What follows belongs to an exercise in optimizing a design on an open flow for small area and a short achievable clock period; a production flow would make more cautious choices.
In this exercise RTL edits were held to simulation tests only and were not proved equivalent to the original.

--- flow/design.v ---
`timescale 100ps/100ps
module booth(
    input[2:0] a,
    input[63:0] b,
    output x,
    output[127:0] y  
);
wire s;
assign s = a[2];  
wire[1:0] ai;
assign ai = s ? ~a : a;
wire[2:0] z;
assign z[0] = ~(ai[0]|ai[1]);  
assign z[1] = ai[0]^ai[1];  
assign z[2] = ai[0]&ai[1];  
reg[127:0] res;
always @(*)
begin
    case(z)
    3'b001:
        res = 128'b0;
    3'b010:
        res = {{64{b[63]}},b};  
    3'b100:
        res = {{63{b[63]}},b,1'b0};  
    default: res = 128'b0;
    endcase
end
assign x = s;
assign y = s ? ~res : res;
endmodule
module adder(
    input[127:0] a,
    input[127:0] b,
    input[127:0] c,
    output[127:0] x,
    output[127:0] y
);
assign y = a ^ b ^ c;
assign x = (a & b) | (a & c) | (b & c);
endmodule
module DFF
#(
    parameter WIDTH = 32
)(
    input clk,
    input rst_n,
    input vld_in,
    input[WIDTH-1:0] a,
    output reg vld_out,
    output reg[WIDTH-1:0] x
);
always @(posedge clk or negedge rst_n)
begin
    if(!rst_n)
    begin
        vld_out <= 0;
    end else
    begin
        vld_out <= vld_in;
        if(vld_in) x <= a;
    end
end
endmodule
module mul_signed_64(
    input clk,
    input rst_n,
    input stb,  
    input[63:0] din1,
    input[63:0] din2,
    output valid_out,
    output[127:0] dout
);
wire[2:0] vld;
wire[63:0] a, b;
DFF #(128) latch0(
    .clk(clk),
    .rst_n(rst_n),
    .vld_in(stb),
    .a({din1, din2}),
    .vld_out(vld[0]),
    .x({a, b})
);
wire[64:0] ai;
assign ai = {a,1'b0};
wire[127:0] p[32:0];
wire[127:0] cin;
genvar i;
generate
for(i = 0; i < 32; i = i + 1)
begin
booth enc(
    .a(ai[i*2+2:i*2]),
    .b(b),
    .x(cin[i*2]),
    .y(p[i])
);
assign cin[i*2+1] = 0;
end
endgenerate
assign cin[127:64] = 0;
wire[127:0] c0[11:0];
wire[127:0] s0[11:0];
genvar j;
generate
for(j = 0; j < 11; j = j + 1)
begin
adder csa_s0(.a(p[j*3]<<(j*6)), .b(p[j*3+1]<<(j*6+2)), .c(j==10?cin:(p[j*3+2]<<(j*6+4))), .x(c0[j]), .y(s0[j]));
end
endgenerate
wire[127:0] c1[8:0];
wire[127:0] s1[8:0];
generate
for(j = 0; j < 4; j = j + 1)
begin
adder csa_s1_0(.a(c0[j*3]<<1), .b(s0[j*3+1]), .c(j==3?0:(c0[j*3+2]<<1)), .x(c1[j*2]), .y(s1[j*2]));
adder csa_s1_1(.a(s0[j*3]), .b(c0[j*3+1]<<1), .c(j==3?0:s0[j*3+2]), .x(c1[j*2+1]), .y(s1[j*2+1]));
end
endgenerate
wire[127:0] c2[5:0];
wire[127:0] s2[5:0];
generate
for(j = 0; j < 3; j = j + 1)
begin
adder csa_s2_0(.a(c1[j*3]<<1), .b(s1[j*3+1]), .c(j==2?0:(c1[j*3+2]<<1)), .x(c2[j*2]), .y(s2[j*2]));
adder csa_s2_1(.a(s1[j*3]), .b(c1[j*3+1]<<1), .c(j==2?0:s1[j*3+2]), .x(c2[j*2+1]), .y(s2[j*2+1]));
end
endgenerate
wire[127:0] c3[5:0];
wire[127:0] s3[5:0];
DFF #(1536) latch1(
    .clk(clk),
    .rst_n(rst_n),
    .vld_in(vld[0]),
    .a({c2[0],c2[1],c2[2],c2[3],c2[4],c2[5],s2[0],s2[1],s2[2],s2[3],s2[4],s2[5]}),
    .vld_out(vld[1]),
    .x({c3[0],c3[1],c3[2],c3[3],c3[4],c3[5],s3[0],s3[1],s3[2],s3[3],s3[4],s3[5]})
);
wire[127:0] c4[3:0];
wire[127:0] s4[3:0];
generate
for(j = 0; j < 2; j = j + 1)
begin
adder csa_s3_0(.a(c3[j*3]<<1), .b(s3[j*3+1]), .c(c3[j*3+2]<<1), .x(c4[j*2]), .y(s4[j*2]));
adder csa_s3_1(.a(s3[j*3]), .b(c3[j*3+1]<<1), .c(s3[j*3+2]), .x(c4[j*2+1]), .y(s4[j*2+1]));
end
endgenerate
wire[127:0] c5[2:0];
wire[127:0] s5[2:0];
adder csa_s4_0(.a(c4[0]<<1), .b(c4[1]<<1), .c(s4[1]), .x(c5[0]), .y(s5[0]));
adder csa_s4_1(.a(c4[2]<<1), .b(c4[3]<<1), .c(s4[3]), .x(c5[1]), .y(s5[1]));
adder csa_s4_2(.a(s4[0]), .b(s4[2]), .c(128'b0), .x(c5[2]), .y(s5[2]));
wire[127:0] c6[1:0];
wire[127:0] s6[1:0];
adder csa_s5_0(.a(s5[0]), .b(s5[1]), .c(c5[2]<<1), .x(c6[0]), .y(s6[0]));
adder csa_s5_1(.a(c5[0]<<1), .b(c5[1]<<1), .c(s5[2]), .x(c6[1]), .y(s6[1]));
wire[127:0] c7[1:0];
wire[127:0] s7[1:0];
adder csa_s6_0(.a(c6[0]<<1), .b(c6[1]<<1), .c(s6[1]), .x(c7[0]), .y(s7[0]));
adder csa_s6_1(.a(c7[0]<<1), .b(s7[0]), .c(s6[0]), .x(c7[1]), .y(s7[1]));
wire[127:0] x,y;
DFF #(256) latch2(
    .clk(clk),
    .rst_n(rst_n),
    .vld_in(vld[1]),
    .a({c7[1]<<1, s7[1]}),
    .vld_out(vld[2]),
    .x({x, y})
);
wire[127:0] product;
add_128 cla(
    .a(x),
    .b(y),
    .sum(product)
);
DFF #(128) latch3(
    .clk(clk),
    .rst_n(rst_n),
    .vld_in(vld[2]),
    .a(product),
    .vld_out(valid_out),
    .x(dout)
);
endmodule
`timescale 100ps/100ps
module carry4(
    input[3:0] p,
    input[3:0] g,
    input cin,
    output bp,
    output bg,
    output[2:0] cout
);
assign bp = &p;
assign bg = g[3]|(p[3]&g[2])|(p[3]&p[2]&g[1])|(p[3]&p[2]&p[1]&g[0]);
assign cout[0] = g[0]|(p[0]&cin);
assign cout[1] = g[1]|(p[1]&g[0])|(p[1]&p[0]&cin);
assign cout[2] = g[2]|(p[2]&g[1])|(p[2]&p[1]&g[0])|(p[2]&p[1]&p[0]&cin);
endmodule
module add_128(
    input[127:0] a,
    input[127:0] b,
    output[127:0] sum
);
wire cin;
assign cin = 0;
wire[127:0] c;
wire[127:0] p,g;
assign p = a|b;
assign g = a&b;
wire[31:0] bp,bg;
genvar i;
generate
for(i = 0; i < 32; i = i + 1)
begin
carry4 cgen_s0(
    .p(p[i*4+3:i*4]),
    .g(g[i*4+3:i*4]),
    .cin(c[i*4]),
    .bp(bp[i]),
    .bg(bg[i]),
    .cout(c[i*4+3:i*4+1])
);
end
endgenerate
wire[7:0] bbp,bbg;
generate
for(i = 0; i < 8; i = i + 1)
begin
carry4 cgen_s1(
    .p(bp[i*4+3:i*4]),
    .g(bg[i*4+3:i*4]),
    .cin(c[i*16]),
    .bp(bbp[i]),
    .bg(bbg[i]),
    .cout({c[i*16+12],c[i*16+8],c[i*16+4]})
);
end
endgenerate
wire[1:0] bbbp,bbbg;
generate
for(i = 0; i < 2; i = i + 1)
begin
carry4 cgen_s2(
    .p(bbp[i*4+3:i*4]),
    .g(bbg[i*4+3:i*4]),
    .cin(c[i*64]),
    .bp(bbbp[i]),
    .bg(bbbg[i]),
    .cout({c[i*64+48],c[i*64+32],c[i*64+16]})
);
end
endgenerate
assign c[0] = cin;
assign c[64] = bbbg[0]|(bbbp[0]&cin);
wire[127:0] y;
assign y = (~a&~b&c)|(~a&b&~c)|(a&~b&~c)|(a&b&c);
assign sum = y;
endmodule
--- flow/run.sh ---
#!/bin/bash
# synth_recipe.tcl (not shown) runs the flow's synth.tcl, then flattens the netlist and writes it again
# the make line also repeats each setting of config.mk as NAME=value (left out here)
make -C /OpenROAD-flow-scripts/flow DESIGN_CONFIG=/design/flow/config.mk WORK_HOME=/design/flow/orfs CLKGATE_MAP_FILE= SYNTH_SCRIPT=/design/flow/synth_recipe.tcl finish
--- flow/config.mk ---
export PLATFORM = sky130hd
export DESIGN_NAME = mul_signed_64
export DESIGN_NICKNAME = mul_signed_64
export VERILOG_FILES = /design/flow/design.v
export SDC_FILE = /design/flow/constraint.sdc
export NUM_CORES = 4
export LEC_CHECK = 0
export CAP_MARGIN = 20
export CORE_MARGIN = 2
export CORE_UTILIZATION = 40
export SLEW_MARGIN = 20
--- flow/constraint.sdc ---
create_clock -name core_clock -period 5.5 [get_ports {clk}]
set_input_delay 1.1000 -clock core_clock [delete_from_list [all_inputs] [get_ports {clk}]]
set_output_delay 1.1000 -clock core_clock [all_outputs]
set_load 0.01 [all_outputs]
==> flow_summary.json <==
{
  "drive_gt1_share_pct": 6.21,
  "slew_viol_final": 0,
  "utilization_pct": 44.4,
  "cts_tree": "yes",
  "critPathLaunch": "latch2.x[2]",
  "wl_per_cell_um": 29.7,
  "num_rows": 234,
  "synth-compound-area-share_pct": 10.9,
  "setup_viol": 0,
  "yosysUniqueCellTypes": 63,
  "path_max_fanout": 3,
  "worst_setup_path_start_kind": "flop",
  "grt_max_degree": 97,
  "first_pass_iters": 8,
  "syn_area_per_cell_um2": 10.6,
  "nets": 18204,
  "drtIter0Drc": 17209,
  "critPathArrivalTime_ns": 6.07,
  "finalSetupTns_ns": 0,
  "synth_fa_ha_area_share_pct": 34.2,
  "vias": 121036,
  "hold_viol_final": 0,
  "top_layer_used": "met5",
  "ys.warnings.count": 5,
  "vias_per_cell": 5.86,
  "fin_hold_ws_ns": 0.375,
  "core-area_mm2": 0.406,
  "syn_area_mm2": 0.163,
  "path_class": "flop to flop",
  "synth_top_family_by_area": "adder cells",
  "hpwl_um": 407000,
  "cts_sinks": 1553,
  "seqCellArea_mm2": 0.0466,
  "fmax_mhz": 187,
  "synth_ff_type": "edfxtp_1",
  "synthMuxAreaShare_pct": 0,
  "synth-edff-count": 1549,
  "cts_root_buffer": "clkbuf_16",
  "clk_latency_ns": 1.00,
  "grt-ovfl-total": 0,
  "worstSetupEndpoint": "latch3.x[79]",
  "place_congestion": 0.948,
  "multiInputGateArea_mm2": 0.102,
  "min_period_ns": 5.36,
  "netlist_instances": 15416,
  "cpMaxStageDelayCell": "edfxtp_1",
  "wl_met1_um": 226000,
  "r2r_slack_ns": 0.14,
  "die_area_mm2": 0.413,
  "ys_seq_area_share_pct": 28.5,
  "cap_viol_max_count": 0,
  "die_w_um": 643,
  "fin_crit_sh_pct": 97.5,
  "r2r-end": "latch3.x[79]",
  "pre_cts_ws_ns": -0.267,
  "start_util_pct": 40.2,
  "r2r_cells": 18,
  "io_buffers": 259,
  "area_growth_pct": 10.4,
  "max_slew.worst_pin.slew_ns": 1.25,
  "grt_pass1_wl_um": 889000,
  "grt_antenna_before_repair": 27,
  "worst_setup_path_end_kind": "flop",
  "timing.final.ws_setup_ns": 0.140,
  "r2r-start": "latch2.x[2]",
  "wl_met3_um": 85000,
  "ys_ff_latch": 1553,
  "grt_pass1_vias": 125370,
  "postCtsHoldBufs": 0,
  "most-common-layout-cells": "inv_1, fa_1, a22oi_1",
  "timing.slew.headroom_pct": 16.8,
  "synth_xor_area_share_pct": 12.2,
  "die_h_um": 643,
  "crit_chain": "ha_1 -> ha_1 -> maj3_2 -> o221a_1 -> a221oi_4 -> o311ai_4 -> a221oi_2 -> buf_4 -> o31ai_4 -> buf_4 -> a31oi_4 -> buf_12 -> o21bai_2 -> a21o_1 -> maj3_1 -> maj3_2 -> maj3_1 -> xnor2_1",
  "drcViolationCount": 0,
  "status": "complete, no violations",
  "wl_met2_um": 260000,
  "slowest_delay_ns": 0.37,
  "htreeDepth": 4,
  "finalClockSkew_ns": 0.0870,
  "fill_cells": 37885,
  "antenna_left": 0,
  "synth_nets": 18585,
  "cts_buffers": 196,
  "clk_pin_slew_ns": 0.07,
  "wirelength_um": 612000,
  "clock_path_buffers": 4,
  "synthArstFlopShare_pct": 0.258,
  "final_common_cell": "inv_1",
  "worstHoldPathType": "input port to asynchronous set/reset pin",
  "worstPathRequired_ns": 6.21,
  "io_pins": 260,
  "grt_use_total_pct": 29.4,
  "yosys.area_share.simple_pct": 5.06
}
==> cell type report <==
type                       instances  share of cell area [%]
antenna                           19                  0.0264
clock buffer                     231                    2.81
clock inverter                   123                   0.711
inverter                        2547                    5.31
multi-input combinational       9936                    56.7
sequential                      1553                    25.9
tap                             5428                    3.77
timing repair buffer             801                    4.82
==> logic make-up (layout without fill, tap and decap cells) <==
group           after synthesis  in the layout
buf+inv                    3927           3702
fa+ha+maj                  3112           3112
compound gates             2409           2409
xor+xnor                   2280           2280
simple gates               2135           2135
flops                      1553           1553
other cells                   0             19
==> worst max-delay path: cells and delay by family, from the launching register on <==
| kind | cells | cell delay [ns] |
|---|---|---|
| DFF | 1 | 0.37 |
| buffers and inverters | 3 | 0.61 |
| adders and majority gates | 6 | 1.79 |
| xor gates and xnor gates | 1 | 0.13 |
| AOI/OAI and AO/OA | 8 | 2.12 |
==> layer usage <==
metal,vias up,track usage (%)
met5,-,1.03
met4,26,15.6
met3,2378,10.9
met2,9222,43.4
met1,60376,37.4
li1,49034,-
==> synthesized netlist by cell type (62+ instances only) <==
cell type	instances	share of area, %
nand2_1	64	0.15
edfxtp_1	1549	28
xnor2_1	1598	8.6
a22oi_1	2057	9.5
buf_1	514	1.2
inv_1	2546	5.9
clkbuf_1	866	2.0
nor2_1	1953	4.5
fa_1	2278	28
maj3_1	62	0.38
xor2_1	682	3.7
o21ai_0	80	0.25
ha_1	760	5.8
==> per-stage QoR <==
step | cells | instance area [um2]
after global routing | 20620 | 180000
after global placement | 20260 | 174000
after detailed placement | 20261 | 174000
after floorplan | 15416 | 163000
final | 20638 | 180000
after CTS | 20615 | 180000
==> registers in the layout, indices dropped and copies added (netlist names) <==
signal,flops
latch2.vld_out,1
latch2.x,253
latch0.vld_out,1
latch3.x,128
latch1.x,1040
latch0.x,128
latch1.vld_out,1
latch3.vld_out,1
==> timing repair <==
item / 4_1_cts / 5_1_grt
pin swaps: 1 / 5
buffers inserted: 0 / 4
setup endpoints to repair: 7 / 7
gates resized for setup: 2 / 10
==> how the worst min path moves through the flow <==
stage	to	slack [ns]	cells after the start
after detailed placement	latch1.vld_out	0.37	0
after CTS	latch3.vld_out	0.34	1
after global routing	latch3.vld_out	0.37	1
after floorplan	latch2.vld_out	0.35	0
after global placement	latch2.vld_out	0.36	0
final	latch3.vld_out	0.38	1

==> static timing again, ports no longer ideal <==
No port has a modelled driver above. Below, the same layout with a new extraction and two added sets of constraints.
Step 1, drivers: a clkbuf_16 drives clk and a buf_2 each remaining input, both assumed.
Step 2 times the ports against the registers' clock, not the clock port: input delays grow and output delays shrink by t, the midpoint of the rising clock arrivals with the driver on.
Three values: no drivers, after step 1, after step 2; two values: the first two.
shift t [ns]: 1.054
setup slack, ns: 0.140 / 0.140 / 0.140
worst setup path after step 2: register to register
worst slew at a driven data input, ns: 0.07
After both steps this run still meets setup and hold. For this run, drivers alone change the setup slack by 0.000 ns; drivers and shift together by 0.000 ns.
